Context: an optimization exercise on an open-source flow, tuned for small area and a short achievable clock period. The choices shown serve that exercise and are no tape-out recipe.
The RTL was checked by simulation tests, not by an equivalence proof against the original design.
Power is estimated from default activity; no workload was simulated.

## the previous run
## fpmul_pipe
module fpmul_pipe (clk, oprA, oprB, Result);
    input clk;
    input [31:0] oprA, oprB;
    output [31:0] Result;
    wire [129:0] r1_d;
    wire [7:0] e1_d;
    wire s1_d;
    reg [129:0] r1_q;
    reg [7:0] e1_q;
    reg s1_q;
    wire [24:0] p2_d;
    reg [24:0] p2_q;
    reg [7:0] e2_q;
    reg s2_q;
    fpmul_sa u_sa (.oprA(oprA), .oprB(oprB), .r1(r1_d), .e1(e1_d), .s1(s1_d));
    fpmul_sb u_sb (.r1(r1_q), .p2(p2_d));
    fpmul_sc u_sc (.p2(p2_q), .e2(e2_q), .s2(s2_q), .Result(Result));
    always @(posedge clk)
    begin
        r1_q <= r1_d;
        e1_q <= e1_d;
        s1_q <= s1_d;
        p2_q <= p2_d;
        e2_q <= e1_q;
        s2_q <= s1_q;
    end
endmodule
For scale: roughly 1900 cells after synthesis, ~170 flip-flops, about 97 I/O pins, about 0.019 mm2 of cells after synthesis.
==> flow/config.mk <==
export PLATFORM = sky130hd
export DESIGN_NAME = fpmul_pipe
export DESIGN_NICKNAME = fpmul_pipe
export VERILOG_FILES = /design/flow/design.v
export SDC_FILE = /design/flow/constraint.sdc
export NUM_CORES = 4
export LEC_CHECK = 0
export CAP_MARGIN = 20
export CORE_MARGIN = 2
export CORE_UTILIZATION = 40
export SETUP_SLACK_MARGIN = 5
export SLEW_MARGIN = 20
export SYNTH_HIERARCHICAL = 1
export SYNTH_MINIMUM_KEEP_SIZE = 0
==> flow/constraint.sdc <==
create_clock -name core_clock -period 9.5 [get_ports {clk}]
set_input_delay 1.9000 -clock core_clock [delete_from_list [all_inputs] [get_ports {clk}]]
set_output_delay 1.9000 -clock core_clock [all_outputs]
set_load 0.01 [all_outputs]
standard.sh (not shown) runs the stock make flow with config.mk's settings and CLKGATE_MAP_FILE= SYNTH_SCRIPT=/design/flow/synth_recipe.tcl, a recipe that flattens the netlist after the stock synthesis.
==> flow/flow/run.sh <==
#!/bin/bash
# The standard layout, except that the port buffers are buf_1 cells rather than the
# clkdlybuf4s50_1 delay cells buffer_ports picks by default.
set -euo pipefail
export BUFFER_PORTS_ARGS="-buffer_cell sky130_fd_sc_hd__buf_1"
bash standard.sh finish > orfs_flow.log 2>&1
[inputs] the current run vs the previous run
==> flow/flow/run.sh <==
#!/bin/bash
# The standard layout, except that the port buffers are buf_4 cells rather than the
# clkdlybuf4s50_1 delay cells buffer_ports picks by default.
set -euo pipefail
export BUFFER_PORTS_ARGS="-buffer_cell sky130_fd_sc_hd__buf_4"
bash standard.sh finish > orfs_flow.log 2>&1
Notes after the runs:
- Detailed-placement wirelength estimate: lower on the previous run
- The current run ends up with a depth of the critical timing path with buffers and inverters included that is 1 higher than in the previous run.
- Changes observed in the current run relative to the previous run: clock skew ~0 delta; total length of routed wires went up about 1.3%; worst setup slack after placement now sits higher.
- Comparing the previous run and the current run, the higher post-route cell area is on the current run.
- Changes observed in the current run relative to the previous run: starting density of the core did not really move, total power shows no meaningful change.

* * *

Starting RTL as in the previous note.
==> flow/config.mk <==
export PLATFORM = sky130hd
export DESIGN_NAME = fpmul_pipe
export DESIGN_NICKNAME = fpmul_pipe
export VERILOG_FILES = /design/flow/design.v
export SDC_FILE = /design/flow/constraint.sdc
export NUM_CORES = 4
export LEC_CHECK = 0
export CAP_MARGIN = 20
export CORE_MARGIN = 2
export CORE_UTILIZATION = 40
export CTS_BUF_LIST = sky130_fd_sc_hd__clkbuf_4 sky130_fd_sc_hd__clkbuf_8
export SLEW_MARGIN = 20
export SYNTH_HIERARCHICAL = 1
export SYNTH_MINIMUM_KEEP_SIZE = 0
==> flow/constraint.sdc <==
create_clock -name core_clock -period 9.5 [get_ports {clk}]
set_input_delay 1.9000 -clock core_clock [delete_from_list [all_inputs] [get_ports {clk}]]
set_output_delay 1.9000 -clock core_clock [all_outputs]
set_load 0.01 [all_outputs]
==> flow/flow/run.sh <==
#!/bin/bash
# The standard layout, except that the port buffers are buf_4 cells rather than the
# clkdlybuf4s50_1 delay cells buffer_ports picks by default, and that timing repair aims
# for a setup slack of 5.2 ns at the 9.5 ns clock.
set -euo pipefail
export BUFFER_PORTS_ARGS="-buffer_cell sky130_fd_sc_hd__buf_4"
export SETUP_SLACK_MARGIN=5.2
bash standard.sh finish > orfs_flow.log 2>&1
The baseline passed the timing, design-rule and antenna checks.
==> next run, changes <==
==> flow/flow/run.sh (replaced) <==
#!/bin/bash
# The standard layout, except that the port buffers are buf_4 cells rather than the
# clkdlybuf4s50_1 delay cells buffer_ports picks by default, and that timing repair aims
# for a setup slack of 5.5 ns at the 9.5 ns clock.
set -euo pipefail
export BUFFER_PORTS_ARGS="-buffer_cell sky130_fd_sc_hd__buf_4"
export SETUP_SLACK_MARGIN=5.5
bash standard.sh finish > orfs_flow.log 2>&1
CTS_BUF_LIST = not set   (was sky130_fd_sc_hd__clkbuf_4 sky130_fd_sc_hd__clkbuf_8)
Via count goes up by 10%. Utilization goes up by 7.5 points. Setup slack is better by 0.13 ns. Non-clock buffer count goes up by 171. Final area goes up by about 17%. Routed wire length goes up by 14%. Global-route usage goes up by 3.1 points. Power goes up by about 5.3%.
==> next run, changes <==
==> flow/flow/run.sh (replaced) <==
#!/bin/bash
# The standard layout, except that the port buffers are buf_2 cells rather than the
# clkdlybuf4s50_1 delay cells buffer_ports picks by default.
set -euo pipefail
export BUFFER_PORTS_ARGS="-buffer_cell sky130_fd_sc_hd__buf_2"
bash standard.sh finish > orfs_flow.log 2>&1
SETUP_SLACK_MARGIN = 5   (was not set)
What happened: Wire length goes down by about 18%. Final cell count is lower by about 7%. Area after synthesis is unchanged.
==> next run, changes <==
==> flow/flow/run.sh (replaced) <==
#!/bin/bash
# The standard layout, except that the port buffers are buf_4 cells rather than the
# clkdlybuf4s50_1 delay cells buffer_ports picks by default.
set -euo pipefail
export BUFFER_PORTS_ARGS="-buffer_cell sky130_fd_sc_hd__buf_4"
bash standard.sh finish > orfs_flow.log 2>&1
TNS_END_PERCENT = 0   (was not set)
Synthesized cell count is unchanged.
Core utilization hardly moves.
Global-route usage is lower by 0.21 points.
Final area hardly moves.
Routed wire length is higher slightly.
Power shrinks slightly.
Synthesized area does not change.
Setup slack gets worse by 0.041 ns.
Cell count goes down slightly.
Die area is unchanged.
==> next run, changes <==
==> flow/flow/run.sh (replaced) <==
#!/bin/bash
# The standard layout, except that the port buffers are buf_4 cells rather than the
# clkdlybuf4s50_1 delay cells buffer_ports picks by default, and that timing repair aims
# for a setup slack of 6.5 ns at the 9.5 ns clock.
set -euo pipefail
export BUFFER_PORTS_ARGS="-buffer_cell sky130_fd_sc_hd__buf_4"
export SETUP_SLACK_MARGIN=6.5
bash standard.sh finish > orfs_flow.log 2>&1
SETUP_SLACK_MARGIN = not set   (was 5)
TNS_END_PERCENT = not set   (was 0)
- cell count went up by roughly a tenth
- core utilization rises by 14 points
- final area goes up by a quarter to a third
- power went up by well over a third
- routed wire length climbs by a quarter to a third
- worst setup slack gets better by 0.26 ns
- synthesized cell count does not change

afterwards: timing with drivers on the ports:
The flow's constraints put no driver on any port. The routed layouts listed below were extracted and timed again, unchanged, in two steps. Step 1 sets driving cells, clkbuf_16 on the clock port and buf_2 on the other inputs (assumed; they add their load-dependent delay and slew). Step 2 times the ports against the registers' clock, not the clock port: input delays grow and output delays shrink by t, the midpoint of the rising clock arrivals with the driver on. Slacks: ideal / step 1 / step 2; pairs: ideal / step 1.
| run | t, ns | setup WS [ns] | hold slack, ns | worst setup path at the end | clock arrival spread, ns |
|---|---|---|---|---|---|
| the previous run | 0.522 | 5.068 / 5.098 / 4.577 | 0.323 / 0.323 / 0.323 | input to register | 0.017 / 0.017 |
| the current run | 0.521 | 5.058 / 5.094 / 4.573 | 0.324 / 0.324 / 0.324 | input to register | 0.018 / 0.018 |
| the first run of note 2 | 0.566 | 5.148 / 5.174 / 4.609 | 0.333 / 0.333 / 0.333 | input to register | 0.029 / 0.029 |
| the second run of note 2 | 0.540 | 5.279 / 5.185 / 4.645 | 0.327 / 0.327 / 0.327 | input to register | 0.016 / 0.016 |
| the third run of note 2 | 0.546 | 5.053 / 5.051 / 4.506 | 0.327 / 0.327 / 0.327 | input to register | 0.018 / 0.019 |
| the fourth run of note 2 | 0.537 | 5.013 / 5.033 / 4.496 | 0.329 / 0.329 / 0.329 | input to register | 0.016 / 0.016 |
| the fifth run of note 2 | 0.552 | 5.270 / 5.285 / 4.733 | 0.330 / 0.330 / 0.330 | input to register | 0.018 / 0.018 |
After both steps setup and hold are still met in every run listed. The setup slack of the second run of note 2, which loses most, moves by -0.094 ns with the drivers and by -0.634 ns with both steps.
